This design comes from an exercise in tuning for small area on the open sky130 flow, not from production work.
In this exercise RTL edits were held to simulation tests only and were not proved equivalent to the original.
Power and IR drop assume default switching activity.

== job 1637 ==
## Ball_thrower
module Ball_thrower(
  input         CLOCK_50,
  input  [3:0] KEY,          
  input  [17:0] SW,           
  output        VGA_CLK,      
  output        VGA_HS,       
  output        VGA_VS,       
  output        VGA_BLANK_N,  
  output        VGA_SYNC_N,   
  output [7:0]  VGA_R,        
  output [7:0]  VGA_G,        
  output [7:0]  VGA_B         
  );
function [11:0] add;
	input [10:0] a;
	input [10:0] b;
	input cin;
	integer k;
	reg c;
	begin
		c = cin;
		for (k = 0; k < 11; k = k + 1) begin
			add[k] = a[k] ^ b[k] ^ c;
			c = (a[k] & b[k]) | (a[k] & c) | (b[k] & c);
		end
		add[11] = c;
	end
endfunction
function [10:0] inc;
	input [10:0] a;
	integer k;
	reg c;
	begin
		c = 1'b1;
		for (k = 0; k < 11; k = k + 1) begin
			inc[k] = a[k] ^ c;
			c = a[k] & c;
		end
	end
endfunction
function ge;
	input [10:0] a;
	input [10:0] b;
	integer k;
	reg r;
	begin
		r = 1'b1;
		for (k = 0; k < 11; k = k + 1)
			r = (a[k] & ~b[k]) | (~(a[k] ^ b[k]) & r);
		ge = r;
	end
endfunction
wire clk = CLOCK_50;
wire rst = SW[17];
wire go = SW[0];
assign VGA_SYNC_N = 1'b0;
reg [10:0] count;
reg half;
reg vga_clk_q;
wire vga_en = count[0] ^ half;
assign VGA_CLK = vga_clk_q;
wire last = &count[10:6] & count[4];    
wire update = last & ~half;
always @(posedge clk)
begin
	if (rst) begin
		count <= 11'd0;
		half <= 1'b0;
	end else if (last) begin
		count <= 11'd0;
		half <= ~half;
	end else
		count <= inc(count);
end
always @(posedge clk)
begin
	if (rst)
		vga_clk_q <= 1'b0;
	else
		vga_clk_q <= vga_en;
end
reg [9:0] xCount, yCount;
wire xmax = xCount[9] & xCount[8] & xCount[4] & xCount[3] & xCount[0];   
wire ymax = yCount[9] & yCount[3] & yCount[2] & yCount[0];               
wire x0 = ~|xCount;
wire [10:0] xinc = inc({1'b0, xCount});
wire [10:0] yinc = inc({1'b0, yCount});
always @(posedge clk)
begin
	if (rst)
		xCount <= 10'd0;
	else if (vga_en)
		xCount <= xmax ? 10'd0 : xinc[9:0];
end
always @(posedge clk)
begin
	if (rst)
		yCount <= 10'd0;
	else if (vga_en && xmax)
		yCount <= ymax ? 10'd0 : yinc[9:0];
end
wire [10:0] X = {1'b0, xCount};
wire [10:0] Y = {1'b0, yCount};
  ...
Size in the first run: ~890 cells after synthesis, roughly 100 flip-flops, roughly 52 I/O pins, about 6100 um^2 of cells after synthesis.
Settings: LEC_CHECK=0, CAP_MARGIN=20, CORE_MARGIN=2, CORE_UTILIZATION=40, GPL_TIMING_DRIVEN=0, SLEW_MARGIN=20, SYNTH_MEMORY_MAX_BITS=8192; clock period 20.0 ns.
standard.sh (not shown) runs the stock make flow with config.mk's settings and CLKGATE_MAP_FILE= SYNTH_SCRIPT=/design/flow/synth_recipe.tcl, a recipe that flattens the netlist after the stock synthesis.
==> flow/flow/run.sh <==
#!/bin/bash
# Layout flow: the standard flow (standard.sh), with these changes:
# * the port buffers (every input and output port still gets one) and the
#   buffers synthesis puts on outputs driven by the same net are buf_1;
# * the clock tree is built from clkbuf_8 without dummy loads.
set -euo pipefail
W=$(pwd)
F=$W/flow

# synth.tcl from ORFS with two changes: the abc call uses flow/area.abc, and
# extract_fa is skipped
sed -e 's|^\( *\)log_cmd abc {\*}\$abc_args$|\1log_cmd abc {*}[lreplace $abc_args 1 1 '"$F"'/area.abc]|' \
    -e 's|^\( *\)extract_fa {\*}\[dont_use_extract_fa_args\]$|\1# extract_fa skipped|' \
    "$FLOW_HOME/scripts/synth.tcl" > "$W/synth_area.tcl"
grep -q "area.abc" "$W/synth_area.tcl"
grep -q "# extract_fa skipped" "$W/synth_area.tcl"

# The standard flow's synthesis script, sourcing the changed synth.tcl
sed -e "s|\$::env(SCRIPTS_DIR)/synth.tcl|$W/synth_area.tcl|" "$W/synth_recipe.tcl" > "$W/synth_recipe_area.tcl"
grep -q "synth_area.tcl" "$W/synth_recipe_area.tcl"

# standard.sh with that synthesis script
sed -e "s|$W/synth_recipe.tcl|$W/synth_recipe_area.tcl|g" "$W/standard.sh" > "$W/standard_area.sh"
grep -q "synth_recipe_area.tcl" "$W/standard_area.sh"

bash "$W/standard_area.sh" \
    "BUFFER_PORTS_ARGS=-buffer_cell sky130_fd_sc_hd__buf_1" \
    "MIN_BUF_CELL_AND_PORTS=sky130_fd_sc_hd__buf_1 A X" \
    "CTS_ARGS=-sink_clustering_enable -repair_clock_nets -buf_list sky130_fd_sc_hd__clkbuf_8 -dont_use_dummy_load" \
    finish > "$W/flow_make.log" 2>&1
==> flow/flow/area.abc <==
strash; &get -n; &deepsyn -T 60; &put; dc2; dch -f; amap -m -F 4 -A 8; topo; mfs2 -W 4 -M 5000; strash; dc2; dch -f; amap -m -F 4 -A 8; topo; mfs2; strash; dch -f; amap -m; topo
Input changes introduced in job 2700 (baseline for comparison: job 1637):
- GPL_TIMING_DRIVEN: 0 -> unset
--- outcome ---
Static leakage power: job 2700 < job 1637
When job 2700 is set beside job 1637, its data required time at the worst endpoint turns out to be 20 ps smaller.
Between job 2700 and job 1637, the clock skew does not differ in any meaningful way.

[static timing again, ports no longer ideal]
In the flow no input, the clock included, has a driving cell. The finished layouts below were timed again as built, in two steps. Step 1: set_driving_cell puts a clkbuf_16 on CLOCK_50 and a buf_2 on each other input, an assumption about the parent block. Step 2 also shifts input and output timing later by t, the mid clock arrival at the registers, as if the neighbouring blocks saw the same clock. Slacks: no drivers / after step 1 / after step 2; pairs: no drivers / after step 1.
run | shift t [ns] | slack for setup (ns) | hold WS [ns] | worst setup path at the end | pins driven straight from the clock port
job 1637 | 0.392 | 11.804 / 11.804 / 11.804 | 0.449 / 0.449 / 0.449 | register to register | 1
job 2700 | 0.397 | 12.586 / 12.586 / 12.586 | 0.456 / 0.456 / 0.456 | register to register | 1
After both steps every run listed still meets setup and hold.
